Source: an optimization exercise on an open RTL-to-GDS flow (aim: small area). Production flows keep margins and buffers that such runs may drop. The RTL was checked by simulation tests, not by an equivalence proof against the original design. Power is estimated from default activity; no workload was simulated.

==> run a <==
==> flow/design.v <==
module two_port_ram #(
    parameter ADDR_WIDTH = 6,
    parameter DATA_WIDTH = 30,
    parameter RAM_DEPTH  = 1 << ADDR_WIDTH
)(
    input                   clk,
    input                   i_we,
    input  [ADDR_WIDTH-1:0] i_waddr,
    input  [DATA_WIDTH-1:0] i_din,
    input                   i_re,
    input  [ADDR_WIDTH-1:0] i_raddr,
    output [DATA_WIDTH-1:0] o_dout
);
    reg [DATA_WIDTH-1:0] r_mem [0:RAM_DEPTH-1];
    reg [DATA_WIDTH-1:0] r_tmp_data;
    assign o_dout = r_tmp_data;
    always @(posedge clk) begin
        if (i_we)
            r_mem[i_waddr] <= i_din;
    end
    always @(posedge clk) begin
        if (i_re)
            r_tmp_data <= r_mem[i_raddr];
    end
endmodule
module line_buf_ctrl #(
    parameter HTOT = 80,
    parameter HACT = 64
)(
    input             clk,
    input             rstn,
    input             i_vsync,
    input             i_hsync,
    input             i_de,
    input       [9:0] i_r_data,
    input       [9:0] i_g_data,
    input       [9:0] i_b_data,
    output wire       o_vsync,
    output wire       o_hsync,
    output wire       o_de,
    output wire [9:0] o_r_data,
    output wire [9:0] o_g_data,
    output wire [9:0] o_b_data
);
    localparam DELAY_CYCLES = 2 * HTOT;
    localparam CNT_WIDTH    = $clog2(DELAY_CYCLES + 1);
    localparam W            = 33;
    wire [W-1:0] din = {i_vsync, i_hsync, i_de, i_r_data, i_g_data, i_b_data};
    wire [W-1:0] dout;
    genvar b;
    generate
        for (b = 0; b < W; b = b + 1) begin : g_lane
            reg [DELAY_CYCLES-1:0] sr;
            always @(posedge clk)
                sr <= {sr[DELAY_CYCLES-2:0], din[b]};
            assign dout[b] = sr[DELAY_CYCLES-1];
        end
    endgenerate
    reg  [CNT_WIDTH-1:0] cnt;
    wire                 valid = (cnt == DELAY_CYCLES);
    always @(posedge clk or negedge rstn) begin
        if (!rstn)
            cnt <= {CNT_WIDTH{1'b0}};
        else if (!valid)
            cnt <= cnt + 1'b1;
    end
    assign o_vsync  = dout[32] & valid;
    assign o_hsync  = dout[31] & valid;
    assign o_de     = dout[30] & valid;
    assign o_r_data = dout[29:20];
    assign o_g_data = dout[19:10];
    assign o_b_data = dout[9:0];
endmodule
module line_buf_ctrl_top #(
    parameter HTOT = 80,   
    parameter HACT = 64    
)(
    input             clk,
    input             rstn,
    input             i_vsync,
    input             i_hsync,
    input             i_de,
    input       [9:0] i_r_data,
    input       [9:0] i_g_data,
    input       [9:0] i_b_data,
    output wire       o_vsync,
    output wire       o_hsync,
    output wire       o_de,
    output wire [9:0] o_r_data,
    output wire [9:0] o_g_data,
    output wire [9:0] o_b_data
);
    line_buf_ctrl #(
        .HTOT(HTOT),
        .HACT(HACT)
    ) u_line_buf_ctrl (
        .clk     (clk),
        .rstn    (rstn),
        .i_vsync (i_vsync),
        .i_hsync (i_hsync),
        .i_de    (i_de),
        .i_r_data(i_r_data),
        .i_g_data(i_g_data),
        .i_b_data(i_b_data),
        .o_vsync (o_vsync),
        .o_hsync (o_hsync),
        .o_de    (o_de),
        .o_r_data(o_r_data),
        .o_g_data(o_g_data),
        .o_b_data(o_b_data)
    );
endmodule
==> flow/flow/run.sh <==
#!/bin/bash
# The standard layout (the standard.sh: unchanged synthesis, floorplan, power grid,
# placement, CTS and routing) with two changes:
#  - the port buffers are the smallest buffer cell instead of the resizer's default pick;
#  - CTS inserts no dummy loads (the same CTS arguments as config.mk's settings otherwise).
# Make's full output goes to flow_make.log; each ORFS step keeps its own log under orfs/logs/.
set -euo pipefail
bash standard.sh finish \
  "BUFFER_PORTS_ARGS=-buffer_cell sky130_fd_sc_hd__buf_1" \
  "CTS_ARGS=-sink_clustering_enable -repair_clock_nets -dont_use_dummy_load -sink_clustering_size 20 -sink_clustering_max_diameter 50 -buf_list sky130_fd_sc_hd__clkbuf_8" \
  > flow_make.log 2>&1
==> flow/standard.sh <==
#!/bin/bash
# synth_recipe.tcl (not shown) runs the flow's synth.tcl, then flattens the netlist and writes it again
# the make line also repeats each setting of config.mk as NAME=value (left out here)
make -C /OpenROAD-flow-scripts/flow DESIGN_CONFIG=/design/flow/config.mk WORK_HOME=/design/flow/orfs CLKGATE_MAP_FILE= SYNTH_SCRIPT=/design/flow/synth_recipe.tcl "${@:-finish}"
==> flow/config.mk <==
export PLATFORM = sky130hd
export DESIGN_NAME = line_buf_ctrl_top
export DESIGN_NICKNAME = line_buf_ctrl_top
export VERILOG_FILES = /design/flow/design.v
export SDC_FILE = /design/flow/constraint.sdc
export NUM_CORES = 4
export LEC_CHECK = 0
export CAP_MARGIN = 20
export CORE_MARGIN = 2
export CORE_UTILIZATION = 65
export CTS_BUF_LIST = sky130_fd_sc_hd__clkbuf_8
export CTS_CLUSTER_DIAMETER = 50
export CTS_CLUSTER_SIZE = 20
export PLACE_DENSITY = 0.75
export SLEW_MARGIN = 20
==> flow/constraint.sdc <==
create_clock -name core_clock -period 10.0 [get_ports {clk}]
set_input_delay 2.0000 -clock core_clock [delete_from_list [all_inputs] [get_ports {clk}]]
set_output_delay 2.0000 -clock core_clock [all_outputs]
set_load 0.01 [all_outputs]
==> inputs of run b, as changes to run a <==
==> flow/design.v, changed modules only <==
module line_buf_ctrl #(
    parameter HTOT = 80,
    parameter HACT = 64
)(
    input             clk,
    input             rstn,
    input             i_vsync,
    input             i_hsync,
    input             i_de,
    input       [9:0] i_r_data,
    input       [9:0] i_g_data,
    input       [9:0] i_b_data,
    output wire       o_vsync,
    output wire       o_hsync,
    output wire       o_de,
    output wire [9:0] o_r_data,
    output wire [9:0] o_g_data,
    output wire [9:0] o_b_data
);
    localparam DELAY_CYCLES = 2 * HTOT;
    localparam CNT_WIDTH    = $clog2(DELAY_CYCLES + 1);
    localparam W            = 33;
    wire [W-1:0] din = {i_vsync, i_hsync, i_de, i_r_data, i_g_data, i_b_data};
    wire [W-1:0] dout;
    genvar b;
    generate
        for (b = 0; b < W; b = b + 1) begin : g_lane
            reg [DELAY_CYCLES-1:0] sr;
            always @(posedge clk)
                sr <= {sr[DELAY_CYCLES-2:0], din[b]};
            assign dout[b] = sr[DELAY_CYCLES-1];
        end
    endgenerate
    reg valid;
    generate
        if (DELAY_CYCLES == 160) begin : g_lfsr
            reg  [7:0] lfsr;
            wire       last = lfsr[6] & ~lfsr[4] & ~lfsr[3] &
                              lfsr[2] &  lfsr[1] &  lfsr[0];
            always @(posedge clk or negedge rstn) begin
                if (!rstn) begin
                    lfsr  <= 8'd0;
                    valid <= 1'b0;
                end else begin
                    lfsr  <= {lfsr[6:0], ~(lfsr[7] ^ lfsr[2])};
                    valid <= valid | last;
                end
            end
        end else begin : g_cnt
            reg [CNT_WIDTH-1:0] cnt;
            always @(posedge clk or negedge rstn) begin
                if (!rstn) begin
                    cnt   <= {CNT_WIDTH{1'b0}};
                    valid <= 1'b0;
                end else begin
                    if (!valid)
                        cnt <= cnt + 1'b1;
                    valid <= valid | (cnt == DELAY_CYCLES - 1);
                end
            end
        end
    endgenerate
    assign o_vsync  = dout[32] & valid;
    assign o_hsync  = dout[31] & valid;
    assign o_de     = dout[30] & valid;
    assign o_r_data = dout[29:20];
    assign o_g_data = dout[19:10];
    assign o_b_data = dout[9:0];
endmodule
--- a/flow/flow/run.sh
+++ b/flow/flow/run.sh
@@ -8,4 +8,4 @@
 bash standard.sh finish \
   "BUFFER_PORTS_ARGS=-buffer_cell sky130_fd_sc_hd__buf_1" \
-  "CTS_ARGS=-sink_clustering_enable -repair_clock_nets -dont_use_dummy_load -sink_clustering_size 20 -sink_clustering_max_diameter 50 -buf_list sky130_fd_sc_hd__clkbuf_8" \
+  "CTS_ARGS=-sink_clustering_enable -repair_clock_nets -dont_use_dummy_load -sink_clustering_size 13 -sink_clustering_max_diameter 40 -buf_list sky130_fd_sc_hd__clkbuf_4" \
   > flow_make.log 2>&1
--- a/flow/config.mk
+++ b/flow/config.mk
@@ -8,8 +8,8 @@
 export CAP_MARGIN = 20
 export CORE_MARGIN = 2
-export CORE_UTILIZATION = 65
-export CTS_BUF_LIST = sky130_fd_sc_hd__clkbuf_8
-export CTS_CLUSTER_DIAMETER = 50
-export CTS_CLUSTER_SIZE = 20
-export PLACE_DENSITY = 0.75
+export CORE_UTILIZATION = 60
+export CTS_BUF_LIST = sky130_fd_sc_hd__clkbuf_4
+export CTS_CLUSTER_DIAMETER = 40
+export CTS_CLUSTER_SIZE = 13
+export PLACE_DENSITY = 0.7
 export SLEW_MARGIN = 20
==> summary.txt <==
| quantity | run a | run b |
|---|---|---|
| DRT iter0 DRCs | 1,438 | 1,114 |
| CTS Buf Count | 316 | 493 |
| Via count | 32,922 | 33,877 |
| Result of the run | timing/DRC/antenna clean | timing/DRC/antenna clean |
| Post-Syn Area per Cell | 19.9 sq um | 19.9 sq um |
| Sequential cell count | 5,288 | 5,289 |
| Register bit count reported by yosys | 5,288 | 5,289 |
| Fraction of met2 tracks used by global routing | 14.7% | 13.8% |
| Critical Path AT | 2.26 ns | 1.98 ns |
| Routed met2 length | 34,000 microns | 33,300 microns |
| Flop-to-flop setup slack | 8.55 ns | 9.10 ns |
| Met3 WL | 4160 microns | 4340 microns |
| Sequential fraction of total cell area | 93.3% | 93.8% |
| Final Wtd Congestion | 0.640 | 0.632 |
| Worst Reg2Reg Path Length in Cells | 3 | 2 |
| Sequential-to-total area share from yosys stat | 99.6% | 99.7% |
| Routed len/inst | 10.8 microns | 10.2 microns |
| Share of cell area taken by multi-input logic gates | 0.193% | 0.0410% |
| Post-Synth XOR/XNOR Area | 0.0494% | 0.00825% |
| Multi-input combinational gate total | 25 | 6 |
| Post-Route Skew | 0.0523 ns | 0.0642 ns |
| Number of distinct library cell variants in the gate-level netlist after synthesis | 19 | 7 |
| Delay of the slowest critical-path stage | 0.44 ns | 0.42 ns |

* * *

==> inputs of branch maple <==
RTL: the design.v shown in full above, as it stands there.
Settings: LEC_CHECK=0, CAP_MARGIN=20, CORE_MARGIN=2, CORE_UTILIZATION=70, SLEW_MARGIN=20; clock period 10.0 ns.
run.sh (not shown) runs the stock make flow with config.mk's settings and CLKGATE_MAP_FILE= SYNTH_SCRIPT=/design/flow/synth_recipe.tcl, a recipe that flattens the netlist after the stock synthesis.
Stock flow here: none of the scripts above is used.
==> branch fjord (differences from branch maple) <==
==> flow/flow/run.sh (new file) <==
#!/bin/bash
# The standard layout (the standard.sh: unchanged synthesis, floorplan, power grid,
# placement, CTS and routing) with two changes:
#  - the port buffers are the smallest buffer cell instead of the resizer's default pick;
#  - CTS inserts no dummy loads (the same CTS arguments as config.mk's settings otherwise).
# Make's full output goes to flow_make.log; each ORFS step keeps its own log under orfs/logs/.
set -euo pipefail
bash standard.sh finish \
  "BUFFER_PORTS_ARGS=-buffer_cell sky130_fd_sc_hd__buf_1" \
  "CTS_ARGS=-sink_clustering_enable -repair_clock_nets -dont_use_dummy_load -sink_clustering_size 13 -sink_clustering_max_diameter 45 -buf_list sky130_fd_sc_hd__clkbuf_4" \
  > flow_make.log 2>&1
==> flow/standard.sh (new file) <==
#!/bin/bash
# synth_recipe.tcl (not shown) runs the flow's synth.tcl, then flattens the netlist and writes it again
# the make line also repeats each setting of config.mk as NAME=value (left out here)
make -C /OpenROAD-flow-scripts/flow DESIGN_CONFIG=/design/flow/config.mk WORK_HOME=/design/flow/orfs CLKGATE_MAP_FILE= SYNTH_SCRIPT=/design/flow/synth_recipe.tcl "${@:-finish}"
--- a/flow/config.mk
+++ b/flow/config.mk
@@ -7,5 +7,9 @@
 export LEC_CHECK = 0
 export CAP_MARGIN = 20
 export CORE_MARGIN = 2
-export CORE_UTILIZATION = 70
+export CORE_UTILIZATION = 65
+export CTS_BUF_LIST = sky130_fd_sc_hd__clkbuf_4
+export CTS_CLUSTER_DIAMETER = 45
+export CTS_CLUSTER_SIZE = 13
+export PLACE_DENSITY = 0.75
 export SLEW_MARGIN = 20
removed: flow/run.sh
==> branch amber (differences from branch maple) <==
--- a/flow/config.mk
+++ b/flow/config.mk
@@ -7,5 +7,9 @@
 export LEC_CHECK = 0
 export CAP_MARGIN = 20
 export CORE_MARGIN = 2
-export CORE_UTILIZATION = 70
+export CORE_UTILIZATION = 75
+export CTS_BUF_LIST = sky130_fd_sc_hd__clkbuf_8
+export CTS_CLUSTER_DIAMETER = 45
+export CTS_CLUSTER_SIZE = 21
+export PLACE_DENSITY = 0.85
 export SLEW_MARGIN = 20
==> branch onyx (differences from branch maple) <==
--- a/flow/config.mk
+++ b/flow/config.mk
@@ -7,5 +7,5 @@
 export LEC_CHECK = 0
 export CAP_MARGIN = 20
 export CORE_MARGIN = 2
-export CORE_UTILIZATION = 70
+export CORE_UTILIZATION = 45
 export SLEW_MARGIN = 20
==> summary of the runs <==
Critical path depth is the same in branch maple and branch amber. Fmax: branch amber < branch onyx < branch fjord < branch maple. Between branch maple and branch fjord, the lower count of clock-buffer cells in the layout is in branch fjord (gap 182). Utilization: branch onyx < branch fjord < branch amber < branch maple. In non-clock buffer count, branch maple and branch fjord do not differ. Between branch onyx and branch maple, the lower first-iteration DRC count is in branch maple (gap 6.6%, measured against branch maple). Hold slack, lowest first: branch fjord, branch onyx, branch maple, branch amber. Worst setup slack, highest first: branch maple, branch fjord, branch onyx, branch amber. In area after synthesis, branch fjord and branch onyx do not differ. The highest cell count belongs to branch onyx, the lowest to branch amber. In flip-flop and latch count, branch fjord and branch maple do not differ.
==> figures <==
Gpl congestion: branch amber 0.647; branch onyx 0.634; branch fjord 0.640; branch maple 0.644
Post-layout total power: branch amber 0.0303 W; branch onyx 0.0395 W; branch fjord 0.0290 W; branch maple 0.0384 W
Detailed Place HPWL: branch amber 44.7 mm; branch onyx 36.1 mm; branch fjord 39.2 mm; branch maple 40.3 mm
Number of antenna violations at the first check in global routing: branch amber 1; branch onyx 1; branch fjord 2; branch maple 0
Met1 layer wirelength in the final routing: branch amber 47.0 mm; branch onyx 42.1 mm; branch fjord 42.6 mm; branch maple 48.4 mm
Result of the run: branch amber finished clean; branch onyx finished clean; branch fjord finished clean; branch maple finished clean
Worst path setup slack after routing: branch amber 5.35 ns; branch onyx 5.37 ns; branch fjord 5.43 ns; branch maple 5.44 ns
Die Span X: branch amber 381 um; branch onyx 490 um; branch fjord 409 um; branch maple 394 um
Placeable core area: branch amber 141000 um2; branch onyx 235000 um2; branch fjord 163000 um2; branch maple 151000 um2
# Taps: branch amber 1890; branch onyx 3150; branch fjord 2175; branch maple 2030
Ratio of layout area to synthesized area: branch amber 1.072x; branch onyx 1.193x; branch fjord 1.058x; branch maple 1.165x
DP Worst Slack: branch amber 6.34 ns; branch onyx 6.30 ns; branch fjord 6.69 ns; branch maple 6.35 ns
Hold path endpoint: branch amber u_line_buf_ctrl.g_lane[9].sr[64]$_DFF_P_; branch onyx u_line_buf_ctrl.g_lane[26].sr[47]$_DFF_P_; branch fjord u_line_buf_ctrl.g_lane[6].sr[3]$_DFF_P_; branch maple u_line_buf_ctrl.g_lane[27].sr[108]$_DFF_P_
Row count: branch amber 138; branch onyx 178; branch fjord 148; branch maple 143
Largest net degree at the start of global routing: branch amber 23; branch onyx 17; branch fjord 17; branch maple 17
1st-pass router iterations: branch amber 4; branch onyx 4; branch fjord 4; branch maple 5
Stages on worst setup path: branch amber 6; branch onyx 6; branch fjord 4; branch maple 6
Pwr dens: branch amber 266 nW/um2; branch onyx 311 nW/um2; branch fjord 258 nW/um2; branch maple 310 nW/um2
Worst setup path startpoint: branch amber u_line_buf_ctrl.cnt[0]$_DFFE_PN0P_; branch onyx u_line_buf_ctrl.cnt[0]$_DFFE_PN0P_; branch fjord u_line_buf_ctrl.cnt[3]$_DFFE_PN0P_; branch maple u_line_buf_ctrl.cnt[0]$_DFFE_PN0P_
Initial DRC Count: branch amber 1263; branch onyx 1213; branch fjord 1375; branch maple 1138
Share of total power consumed by net switching: branch amber 19.0%; branch onyx 18.2%; branch fjord 18.9%; branch maple 18.4%
Global-route wire length before repair: branch amber 173 mm; branch onyx 158 mm; branch fjord 153 mm; branch maple 187 mm
Part of the power in registers: branch amber 71.0%; branch onyx 54.4%; branch fjord 74.1%; branch maple 56.0%

-- port drivers added, routing unchanged --
No port has a modelled driver above. Below, the same layouts with a new extraction and two added sets of constraints. Step 1, drivers: a clkbuf_16 drives clk and a buf_2 each remaining input, both assumed. Step 2 moves the port delays by t, midway between the first and last clock arrival at a register: inputs arrive t later, outputs are due t later. That takes back most of the time a late clock gives input paths. Slacks: no drivers / after step 1 / after step 2; pairs: no drivers / after step 1.
run | t (ns) | setup WS [ns] | hold slack, ns
run a | 1.034 | 5.741 / 5.674 / 6.707 | 0.289 / 0.289 / 0.289
run b | 1.360 | 6.017 / 5.949 / 7.309 | 0.263 / 0.263 / 0.263
branch maple | 0.968 | 5.443 / 5.367 / 6.334 | 0.303 / 0.303 / 0.303
branch fjord | 1.334 | 5.431 / 5.364 / 6.698 | 0.245 / 0.245 / 0.245
branch amber | 1.043 | 5.347 / 5.280 / 6.323 | 0.305 / 0.305 / 0.305
branch onyx | 0.998 | 5.372 / 5.286 / 6.283 | 0.303 / 0.303 / 0.303
After both steps every run listed still meets setup and hold.
